What follows belongs to an exercise in optimizing a design on an open flow for small area and a short achievable clock period; a production flow would make more cautious choices. For this run, only the layout was checked, not whether the RTL still works. The clock port is modelled as an ideal driver, which makes a skipped or thinned clock tree look cheaper than it is; a real chip needs a root buffer or a tree. Power figures rest on the tool's default switching activity, not on a simulated workload.

$ cat flow/config.mk
export PLATFORM = sky130hd
export DESIGN_NAME = test_wrapper
export DESIGN_NICKNAME = test_wrapper
export VERILOG_FILES = /design/flow/design.v
export SDC_FILE = /design/flow/constraint.sdc
export NUM_CORES = 4
export LEC_CHECK = 0
export ABC_AREA = 1
export CAP_MARGIN = 20
export CORE_MARGIN = 2
export CORE_UTILIZATION = 40
export SETUP_SLACK_MARGIN = 1.4
export SLEW_MARGIN = 20
export SYNTH_HIERARCHICAL = 1
$ cat flow/flow/run.sh
#!/bin/bash
set -euo pipefail
here=$(cd "$(dirname "$0")" && pwd)
export BUFFER_PORTS_ARGS="-buffer_cell sky130_fd_sc_hd__buf_2"
export CTS_ARGS="-sink_clustering_enable -repair_clock_nets -dont_use_dummy_load -sink_clustering_size 25 -sink_clustering_max_diameter 80"
export PRE_CTS_TCL="$here/cts_root4.tcl"
export FLOW_CLOCK_PORT=clk
bash standard.sh > make.log 2>&1
$ cat flow/flow/cts_root4.tcl
rename clock_tree_synthesis my_tritoncts
proc clock_tree_synthesis { args } {
  my_tritoncts {*}$args
  if { [my_drop_root_buffer] } {
    my_split_first_level
  }
}

proc my_is_clkbuf { inst } {
  return [string match "sky130_fd_sc_hd__clkbuf_*" [[$inst getMaster] getName]]
}

proc my_drop_root_buffer { } {
  set block [ord::get_db_block]
  set port_net [$block findNet $::env(FLOW_CLOCK_PORT)]
  set roots {}
  foreach it [$port_net getITerms] { lappend roots $it }
  if { [llength $roots] != 1 } { puts "drop_root: port drives [llength $roots] pins, kept"; return 0 }
  set root [[lindex $roots 0] getInst]
  if { ![my_is_clkbuf $root] } { puts "drop_root: no root buffer"; return 0 }
  set root_net "NULL"
  foreach it [$root getITerms] {
    if { [$it isOutputSignal] } { set root_net [$it getNet] }
  }
  set loads {}
  foreach it [$root_net getITerms] {
    if { [$it isOutputSignal] } { continue }
    if { ![my_is_clkbuf [$it getInst]] } { puts "drop_root: root drives a non-buffer, kept"; return 0 }
    lappend loads $it
  }
  if { [llength $loads] > 4 } { puts "drop_root: root drives [llength $loads] buffers, kept"; return 0 }
  foreach it $loads {
    $it disconnect
    $it connect $port_net
  }
  foreach it [$root getITerms] { $it disconnect }
  odb::dbInst_destroy $root
  odb::dbNet_destroy $root_net
  puts "drop_root: the clock port drives [llength $loads] buffers directly"
  return 1
}

proc my_split_first_level { } {
  set block [ord::get_db_block]
  set port_net [$block findNet $::env(FLOW_CLOCK_PORT)]
  set n 0
  while { [llength [$port_net getITerms]] < 4 } {
    # the first-level buffer with the most loads
    set best "NULL"
    set best_loads {}
    foreach it [$port_net getITerms] {
      set inst [$it getInst]
      set onet "NULL"
      foreach ot [$inst getITerms] { if { [$ot isOutputSignal] } { set onet [$ot getNet] } }
      set loads {}
      foreach lt [$onet getITerms] { if { ![$lt isOutputSignal] } { lappend loads $lt } }
      if { [llength $loads] > [llength $best_loads] } { set best $inst; set best_loads $loads }
    }
    if { [llength $best_loads] < 2 } { break }
    # split the loads along the wider side of their bounding box
    set xs {}; set ys {}
    foreach lt $best_loads {
      set loc [[$lt getInst] getLocation]
      lappend xs [lindex $loc 0]; lappend ys [lindex $loc 1]
    }
    set xs_s [lsort -integer $xs]; set ys_s [lsort -integer $ys]
    set dx [expr {[lindex $xs_s end] - [lindex $xs_s 0]}]
    set dy [expr {[lindex $ys_s end] - [lindex $ys_s 0]}]
    set axis [expr {$dx >= $dy ? 0 : 1}]
    set keyed {}
    foreach lt $best_loads {
      lappend keyed [list [lindex [[$lt getInst] getLocation] $axis] $lt]
    }
    set keyed [lsort -integer -index 0 $keyed]
    set half [expr {[llength $keyed] / 2}]
    set move [lrange $keyed $half end]
    set stay [lrange $keyed 0 [expr {$half - 1}]]
    set name "clkbuf_split_${n}_clk"
    set new_inst [odb::dbInst_create $block [$best getMaster] $name]
    set new_net [odb::dbNet_create $block "clknet_split_${n}_clk"]
    $new_net setSigType CLOCK
    [$new_inst findITerm A] connect $port_net
    [$new_inst findITerm X] connect $new_net
    foreach kv $move {
      set lt [lindex $kv 1]
      $lt disconnect
      $lt connect $new_net
    }
    # each buffer goes to the centre of its loads
    foreach pair [list [list $best $stay] [list $new_inst $move]] {
      set inst [lindex $pair 0]
      set sx 0; set sy 0; set k 0
      foreach kv [lindex $pair 1] {
        set loc [[[lindex $kv 1] getInst] getLocation]
        incr sx [lindex $loc 0]; incr sy [lindex $loc 1]; incr k
      }
      $inst setLocation [expr {$sx / $k}] [expr {$sy / $k}]
      $inst setPlacementStatus PLACED
    }
    incr n
    puts "split: $name takes [llength $move] of the loads of [$best getName]"
  }
}
$ cat flow/constraint.sdc
create_clock -name core_clock -period 3.0 [get_ports {clk}]
set_input_delay 0.6000 -clock core_clock [delete_from_list [all_inputs] [get_ports {clk}]]
set_output_delay 0.6000 -clock core_clock [all_outputs]
set_load 0.01 [all_outputs]
$ cat flow/design.v
module test_wrapper #(
	parameter SYS_VERSION = 41,
	parameter WIDTH = 16,
	parameter NUM_SUB_MON = 3
)(
	input clk,
	input reset,
	input       [5:0] slave_address,
	input             slave_read,
	input             slave_write,
	input      [31:0] slave_writedata,
	output reg [31:0] slave_readdata,
	output [15:0] dut_a,
	output [15:0] dut_b,
	input  [15:0] dut_out
);
	wire [7:0] we;
	wire [6:0] rs;
	wire       rd_hold;
	wire [7:0] we_hi;
	wire [6:0] rs_hi;
	wire       rd_hold_hi;
	host_dec u_host_dec_hi (
		.addr(slave_address), .rd(slave_read), .wr(slave_write),
		.we(we_hi), .rs(rs_hi), .hold(rd_hold_hi)
	);
	host_dec u_host_dec (
		.addr(slave_address), .rd(slave_read), .wr(slave_write),
		.we(we), .rs(rs), .hold(rd_hold)
	);
	reg [31:0] ctrl;
	wire [31:0] ctrl_next = {we_hi[0] ? slave_writedata[31:16] : ctrl[31:16],
	                         we[0]    ? slave_writedata[15:0]  : ctrl[15:0]};
	reg        fsel;
	reg [15:0] man_a, man_b, set_a, set_b, clr_a, clr_b;
	always @(posedge clk)
		ctrl <= ctrl_next;
	always @(posedge clk) begin
		if (we[1]) fsel  <= slave_writedata[0];
		if (we[6]) clr_a <= slave_writedata[15:0];
		if (we[7]) clr_b <= slave_writedata[15:0];
	end
	reg [15:0] stg_data;
	reg [3:0]  stg_we;
	reg        fsel_d;
	always @(posedge clk) begin
		stg_data <= slave_writedata[15:0];
		stg_we   <= we[5:2];
		fsel_d   <= fsel;
	end
	always @(posedge clk) begin
		if (stg_we[0]) man_a <= stg_data;
		if (stg_we[1]) man_b <= stg_data;
		if (stg_we[2]) set_a <= stg_data;
		if (stg_we[3]) set_b <= stg_data;
	end
	wire rst    = ctrl[0];
	wire en     = ctrl[1];
	wire freeze = ctrl[2];
	reg [31:0] ra, rb;
	reg        rst_d, en_d, rst_dd, en_dd, zero_d, zero_dd;
	function [31:0] lfsr_step(input [31:0] r);
		lfsr_step = {r[0], r[31], r[30] ^ r[0], r[29:27], r[26] ^ r[0], r[25] ^ r[0], r[24:1]};
	endfunction
	always @(posedge clk) begin
		rst_d  <= rst;
		en_d   <= en;
		rst_dd <= rst_d;
		en_dd  <= en_d;
	end
	always @(posedge clk)
		if (rst_dd) begin
			ra <= 32'hCAFEF00D;
			rb <= 32'hFEEDC0DE;
		end else if (en_dd) begin
			ra <= lfsr_step(ra);
			rb <= lfsr_step(rb);
		end
	localparam S_IDLE = 2'd0, S_READY = 2'd1, S_COUNT = 2'd2, S_DONE = 2'd3;
	reg [1:0] tstate;
	reg [3:0] delay_count;
	reg [3:0] out_count;
	wire dut_zero = ~|dut_out;
	always @(posedge clk)
		if (rst)
			tstate <= S_IDLE;
		else case (tstate)
			S_IDLE : if (dut_zero)   tstate <= S_READY;
			S_READY: if (&out_count) tstate <= S_COUNT;
			S_COUNT: if (dut_zero)   tstate <= S_DONE;
			default:                 tstate <= S_DONE;
		endcase
	always @(posedge clk)
		if (rst)
			delay_count <= 4'hF;
		else if (tstate == S_COUNT)
			delay_count <= delay_count + 1'b1;
	always @(posedge clk)
		if (rst || tstate == S_DONE || fsel)
			out_count <= 4'h0;
		else
			out_count <= out_count + 1'b1;
	reg [15:0] fa_0, fb_0;
	always @(posedge clk) begin
		zero_d  <= rst || &out_count;
		zero_dd <= zero_d;
	end
	wire [15:0] a_0  = zero_dd ? 16'h0 : ra[15:0];
	wire [15:0] b_0  = zero_dd ? 16'h0 : rb[15:0];
	wire [15:0] sa_0 = fsel_d ? man_a : a_0 | set_a;
	wire [15:0] sb_0 = fsel_d ? man_b : b_0 | set_b;
	always @(posedge clk)
		if (!fsel) begin
			fa_0 <= sa_0 & ~clr_a;
			fb_0 <= sb_0 & ~clr_b;
		end else begin
			fa_0 <= sa_0;
			fb_0 <= sb_0;
		end
	assign dut_a = fa_0;
	assign dut_b = fb_0;
	wire       sel = fa_0[0] & fb_0[0];
	wire [7:0] lo_p = fa_0[7:0] ^ fb_0[7:0];
	wire [7:0] lo_g = fa_0[7:0] & fb_0[7:0];
	wire [8:0] lo_c;
	pfx_carries u_lo_carries (.g(lo_g), .p(lo_p), .c_in(1'b0), .c(lo_c));
	wire [8:0] lo_sum = {lo_c[8], lo_p ^ lo_c[7:0]};
	reg  [7:0] r1_lo, r1_p, r1_g;
	reg        r1_c;
	always @(posedge clk) begin
		r1_lo <= sel ? fb_0[7:0]  : lo_sum[7:0];
		r1_c  <= sel ? 1'b0       : lo_sum[8];
		r1_p  <= sel ? fb_0[15:8] : fa_0[15:8] ^ fb_0[15:8];
		r1_g  <= sel ? 8'h00      : fa_0[15:8] & fb_0[15:8];
	end
	wire [8:0] hi_c;
	pfx_carries u_hi_carries (.g(r1_g), .p(r1_p), .c_in(r1_c), .c(hi_c));
	reg [15:0] ref2;
	always @(posedge clk)
		ref2 <= {r1_p ^ hi_c[7:0], r1_lo};
	wire [15:0] x = dut_out ^ ref2;
	integer i;
	reg [4:0] lzc;
	always @(*) begin
		lzc = 5'd16;
		for (i = 0; i < 16; i = i + 1)
			if (x[i]) lzc = 5'd15 - i;
	end
	reg [4:0] lz1, lz2, lz3, lz4, lz5;
	always @(posedge clk) begin
		lz1 <= lzc;
		lz2 <= lz1;
		lz3 <= lz2;
		lz4 <= lz3;
		lz5 <= lz4;
	end
	reg [3:0] rdy_ctr;
	always @(posedge clk)
		if (rst)
			rdy_ctr <= 4'd0;
		else if (!rdy_ctr[3])
			rdy_ctr <= rdy_ctr + 1'b1;
	wire ready = rdy_ctr[3];
	reg sb_en;
	wire sb_en_next = !ctrl_next[2] && !rst && (rdy_ctr[3] || &rdy_ctr[2:0]);
	always @(posedge clk)
		sb_en <= sb_en_next;
	reg [31:0] data_ctr, error_ctr;
	reg [4:0]  acc, maxacc, minacc;
	reg err_en;
	always @(posedge clk)
		err_en <= sb_en_next && !lz4[4];
	reg [2:0] data_f, error_f;
	wire [3:0] data_ci  = {sb_en  & (&data_f),  sb_en  & (&data_f[1:0]),  sb_en  & data_f[0],  sb_en};
	wire [3:0] error_ci = {err_en & (&error_f), err_en & (&error_f[1:0]), err_en & error_f[0], err_en};
	reg rst_cnt;
	always @(posedge clk)
		rst_cnt <= ctrl_next[0];
	integer j;
	always @(posedge clk)
		if (rst_cnt) begin
			data_ctr  <= 32'h0;
			error_ctr <= 32'h0;
			data_f    <= 3'b000;
			error_f   <= 3'b000;
		end else begin
			for (j = 0; j < 4; j = j + 1) begin
				if (data_ci[j])
					data_ctr[8 * j +: 8] <= data_ctr[8 * j +: 8] + 1'b1;
				if (error_ci[j])
					error_ctr[8 * j +: 8] <= error_ctr[8 * j +: 8] + 1'b1;
			end
			for (j = 0; j < 3; j = j + 1) begin
				data_f[j]  <= &data_ctr[8 * j + 1 +: 7]  & (data_ctr[8 * j]  ^ data_ci[j]);
				error_f[j] <= &error_ctr[8 * j + 1 +: 7] & (error_ctr[8 * j] ^ error_ci[j]);
			end
		end
	always @(posedge clk)
		acc <= ready ? lz5 : 5'd16;
	always @(posedge clk)
		if (rst) begin
			maxacc <= 5'd0;
			minacc <= 5'd16;
		end else if (sb_en) begin
			if (acc > maxacc) maxacc <= acc;
			if (acc < minacc) minacc <= acc;
		end
	wire        done = (tstate == S_DONE);
	wire [31:0] dut_delay = done ? {28'h0, delay_count} : 32'hFFFFFFFF;
	wire [31:0] sysver = SYS_VERSION;
	wire [31:0] maxacc_w = {26'h0, maxacc[4], 1'b0, maxacc[3:0]};
	wire [31:0] minacc_w = {26'h0, minacc[4], 1'b0, minacc[3:0]};
	wire [31:0] rd_next;
	genvar gb;
	generate
		for (gb = 0; gb < 32; gb = gb + 1) begin: rdbit
			wire [6:0] rsb   = (gb < 16) ? rs : rs_hi;
			wire       holdb = (gb < 16) ? rd_hold : rd_hold_hi;
			wire n_c, n_d, n_e, n_f, n_h, a_cdef;
			cell_nand2 u_c (.a(rsb[0]), .b(ctrl[gb]), .y(n_c));
			cell_nand2 u_d (.a(rsb[2]), .b(dut_delay[gb]), .y(n_d));
			cell_nand2 u_e (.a(rsb[3]), .b(data_ctr[gb]), .y(n_e));
			cell_nand2 u_f (.a(rsb[4]), .b(error_ctr[gb]), .y(n_f));
			cell_nand2 u_h (.a(holdb), .b(slave_readdata[gb]), .y(n_h));
			cell_and4  u_cdef (.a(n_c), .b(n_d), .c(n_e), .d(n_f), .y(a_cdef));
			if (gb == 4 || gb > 5) begin: narrow
				cell_nand2 u_y (.a(a_cdef), .b(n_h), .y(rd_next[gb]));
			end else begin: wide
				wire n_mx, n_mn, a_rest;
				cell_nand2 u_mx (.a(rsb[5]), .b(maxacc_w[gb]), .y(n_mx));
				cell_nand2 u_mn (.a(rsb[6]), .b(minacc_w[gb]), .y(n_mn));
				if ((SYS_VERSION >> gb) & 1) begin: sv1
					wire n_sv;
					cell_inv  u_sv (.a(rsb[1]), .y(n_sv));
					cell_and4 u_rest (.a(n_h), .b(n_mx), .c(n_mn), .d(n_sv), .y(a_rest));
				end else begin: sv0
					cell_and3 u_rest (.a(n_h), .b(n_mx), .c(n_mn), .y(a_rest));
				end
				cell_nand2 u_y (.a(a_cdef), .b(a_rest), .y(rd_next[gb]));
			end
		end
	endgenerate
	always @(posedge clk)
		slave_readdata <= rd_next;
endmodule
module pfx_carries (
	input  [7:0] g,
	input  [7:0] p,
	input        c_in,
	output [8:0] c
);
	wire [7:0] gl [0:3];
	wire [7:0] pl [0:3];
	wire       g0;
	pfx_g u_cin (.gh(g[0]), .ph(p[0]), .gl(c_in), .g(g0));
	assign gl[0] = {g[7:1], g0};
	assign pl[0] = p;
	genvar l, k;
	generate
		for (l = 0; l < 3; l = l + 1) begin: lvl
			for (k = 0; k < 8; k = k + 1) begin: bt
				if (k & (1 << l)) begin: node
					pfx_g u_g (
						.gh(gl[l][k]), .ph(pl[l][k]), .gl(gl[l][((k >> l) << l) - 1]),
						.g(gl[l + 1][k])
					);
					if (((k >> (l + 1)) << (l + 1)) != 0 && l < 2) begin: prop
						pfx_p u_p (
							.ph(pl[l][k]), .pl(pl[l][((k >> l) << l) - 1]),
							.p(pl[l + 1][k])
						);
					end else begin: noprop
						assign pl[l + 1][k] = 1'b0;
					end
				end else begin: pass
					assign gl[l + 1][k] = gl[l][k];
					assign pl[l + 1][k] = pl[l][k];
				end
			end
		end
	endgenerate
	assign c = {gl[3], c_in};
endmodule
module pfx_g (
	input  gh, ph, gl,
	output g
);
	assign g = gh | (ph & gl);
endmodule
module pfx_p (
	input  ph, pl,
	output p
);
	assign p = ph & pl;
endmodule
module host_dec (
	input  [5:0] addr,
	input        rd,
	input        wr,
	output [7:0] we,
	output [6:0] rs,
	output       hold
);
	wire writing = wr & ~rd;
	wire reading = rd & ~wr;
	assign we = {8{writing}} & {addr == 6'h28, addr == 6'h24, addr == 6'h20, addr == 6'h1C,
	                          addr == 6'h18, addr == 6'h14, addr == 6'h10, addr == 6'h00};
	assign rs = {7{reading}} & {addr == 6'h3C, addr == 6'h38, addr == 6'h34, addr == 6'h30,
	                          addr == 6'h2C, addr == 6'h04, addr == 6'h00};
	assign hold = ~|rs;
endmodule
module cell_nand2 (input a, b, output y);
	assign y = ~(a & b);
endmodule
module cell_and3 (input a, b, c, output y);
	assign y = a & b & c;
endmodule
module cell_and4 (input a, b, c, d, output y);
	assign y = a & b & c & d;
endmodule
module cell_inv (input a, output y);
	assign y = ~a;
endmodule
$ cat flow/standard.sh
#!/bin/bash
# synth_recipe.tcl (not shown) runs the flow's synth.tcl, then flattens the netlist and writes it again
# the make line also repeats each setting of config.mk as NAME=value (left out here)
make -C /OpenROAD-flow-scripts/flow DESIGN_CONFIG=/design/flow/config.mk WORK_HOME=/design/flow/orfs CLKGATE_MAP_FILE= SYNTH_SCRIPT=/design/flow/synth_recipe.tcl "${@:-finish}"
==> metrics.md <==
| Metric | Value |
|---|---|
| Status | `no timing/DRC/antenna violations` |
| Wirelength per Cell | `15.3 um` |
| Drt drc | `0` |
| Slew headroom | `28.8%` |
| Worst skew pair latency | `0.35 ns` |
| Worst Setup End Kind | `flop` |
| Total Power | `10.2 mW` |
| Router iterations before antenna repair | `5` |
| Die Area | `0.0444 mm^2` |
| Maximum clock frequency | `602 MHz` |
| Chip height | `211 um` |
| ANT nets after route | `0` |
| Vias per Instance | `4.83` |
| Max cap viols | `0` |
| HP Class | `reg -> reg` |
| IO buf count | `120` |
| Filler Cells Inserted | `3,942` |
| WHS | `0.322 ns` |
| Gate Count Post-Synth | `1,889` |
| Core Util, Final | `47.4%` |
| Share of cells above drive strength 1 | `16.8%` |
| Logic pwr share | `4.2%` |
| Reg power frac | `62.9%` |
| Grt ovf | `0` |
| First-pass GRT wire length | `62.3 mm` |
| Hpwl dp | `26.9 mm` |
| Final worst-path cycle share | `55.4%` |
| Clock Sinks | `450` |
| Combined area of the multi-input logic cells | `0.00633 mm^2` |
| Core Region | `0.0420 mm^2` |
| Fin cells | `2,580` |
| Total number of vias | `12,500` |
| Worst path required time | `3.23 ns` |
| Vias in the first global route | `12,000` |
| Clock power share | `32.9%` |
| Area Growth Syn to Fin | `16.7%` |
| Power Density | `513 mW/mm^2` |
| Worst setup SP type | `input pin` |
| Yosys warnings | `8` |
| Static leakage | `8.60 nW` |
| Hold Fails Final Rpt | `0` |
| Placer Congestion | `0.819` |
| Syn_area_per_cell | `9.05 um^2` |
| Dpl cells | `2,504` |
| Crit path DAT | `1.89 ns` |
| RSZ-0062 raised after global routing | `yes` |
| DIE WIDTH | `211 um` |
| IO Pins | `122` |
| Post-layout nets | `2,138` |
| Routed WL | `39.5 mm` |
| Largest net degree at the start of global routing | `68` |
| Switching Power | `2.13 mW` |
| Worst-path clk slew | `0.09 ns` |
| Sequential cell area | `0.0103 mm^2` |
| Worst Skew | `0.0498 ns` |
| Tightest Pin Transition | `1.07 ns` |
| Setup TNS | `0 ns` |
| Switch share | `20.8%` |
| Finish-stage setup viols | `0` |
| Critical path class | `in -> reg` |
| Iter 0 DRT Violations | `880` |
| Crit path max fanout | `4` |
| Maximum vdd drop | `0.000309 V` |
| Final min period | `1.66 ns` |
| # rows | `75` |
| Global Route Usage Sum | `17.6%` |
| CTS Hold Bufs | `0` |
| Slew Limit Fails | `0` |
| Starting Density | `40.7%` |
| Ant diodes | `0` |
| Initial antenna violation count | `1` |
| Mapped Area | `0.0171 mm^2` |
| Internal power | `8.10 mW` |
==> worst max-delay path: stages <==
cell and delay [ns]:
buf_12 0.11, nor2_4 0.15, nand3_4 0.10, nor3_4 0.32, mux2_4 0.37, nor4_4 0.24
==> state kept, by name, summed over array words and instances, names as in the netlist, 16 cells and up <==
name / count
clr_a: 16
clr_b: 16
ctrl: 32
data_ctr: 32
error_ctr: 32
fa_0: 16
fb_0: 16
man_a: 16
man_b: 16
ra: 32
rb: 32
ref2: 16
set_a: 16
set_b: 16
slave_readdata: 32
stg_data: 16
==> routing by layer <==
metal	share of wire [%]	track usage, %	vias up
met4	2.1	4.30	2
met2	48	29.9	172
met1	46	23.7	5827
met3	3.5	2.65	52
li1	-	-	6414
met5	0.033	0	-
==> what timing repair did <==
action	CTS	global route
gates cloned	2	2
gates resized for setup	36	97
setup buffers	18	28
endpoints found under the setup margin	145	100
endpoints found under the hold margin	0	0
pin swaps	14	28
==> power by group through the flow <==
stage	clock, mW	combinational, mW	sequential [mW]
2_1_floorplan	0	0.170	6.60
3_3_place_gp	0	0.403	6.58
3_5_place_dp	0	0.411	6.58
4_1_cts	3.47	0.423	6.44
5_1_grt	3.68	0.480	6.45
6_report	3.36	0.431	6.44
==> placed cells by master (no fill, tap or decap), types with 8 or more instances in the layout <==
master     instances
dfxtp_2           13
clkbuf_16         26
a21oi_1          101
and3_1             8
xor2_1            15
nand2_2           18
inv_2              9
o21ai_0           74
buf_12            11
buf_6             11
buf_4             47
nand3_1           59
nor2_1           205
inv_1            145
ha_1              31
buf_2            110
nand2_1          512
xnor2_1           19
dfxtp_1          305
nor4_1            12
nor2_4            19
nor2_2             9
a221oi_1          32
nor3_1            22
mux2_2             8
edfxtp_1         128
==> metrics by stage <==
step	setup WS (ns)	cell area, um^2
4_1_cts	1.39	19400
3_5_place_dp	0.809	18300
5_1_grt	1.27	19900
3_3_place_gp	0.837	18300
6_report	1.34	19900
2_1_floorplan	1.07	17200
==> layout make-up, clock buffers not listed <==
class	instances	area share (%)
sequential	450	51.8
timing repair buffer	181	6.46
inverter	167	3.34
multi-input combinational	1215	31.7
buffer	2	0.251
tap	539	3.38
timing repair inverter	2	0.0502
==> path summary, 6_finish.rpt <==
check | from | slack (ns) | depth (start not counted) | to
worst min-delay path | lz2[4]$_DFF_P_ | 0.32 | 0 | lz3[4]$_DFF_P_
worst max-delay path | slave_address[1] | 1.34 | 6 | err_en$_DFF_P_
worst min register to register | lz2[4]$_DFF_P_ | 0.32 | 0 | lz3[4]$_DFF_P_
worst max register to register | acc[1]$_SDFF_PN0_ | 1.40 | 6 | maxacc[0]$_SDFFE_PP0P_

-- what the ideal ports hide --
The flow's constraints put no driver on any port. The routed layout listed below was extracted and timed again, unchanged, in two steps. Step 1 sets driving cells, clkbuf_16 on the clock port and buf_2 on the other inputs (assumed; they add their load-dependent delay and slew). Step 2 adds t to the input delays and takes it off the output delays; t is the mean of the earliest and latest rising clock arrival at the registers after step 1. Input paths then give back, and output paths get back, about the clock's delay inside the block. a / b / c = ideal / step 1 / step 2; a / b = the first two.
shift t [ns]: 0.439
setup slack, ns: 1.338 / 1.308 / 0.963
worst setup path at the end: input to register
latest minus earliest clock arrival (ns): 0.050 / 0.049
worst register clock-pin slew, ns: 0.10 / 0.10
After both steps this run still meets setup and hold. The setup slack of this run moves by -0.030 ns with the drivers and by -0.375 ns with both steps.
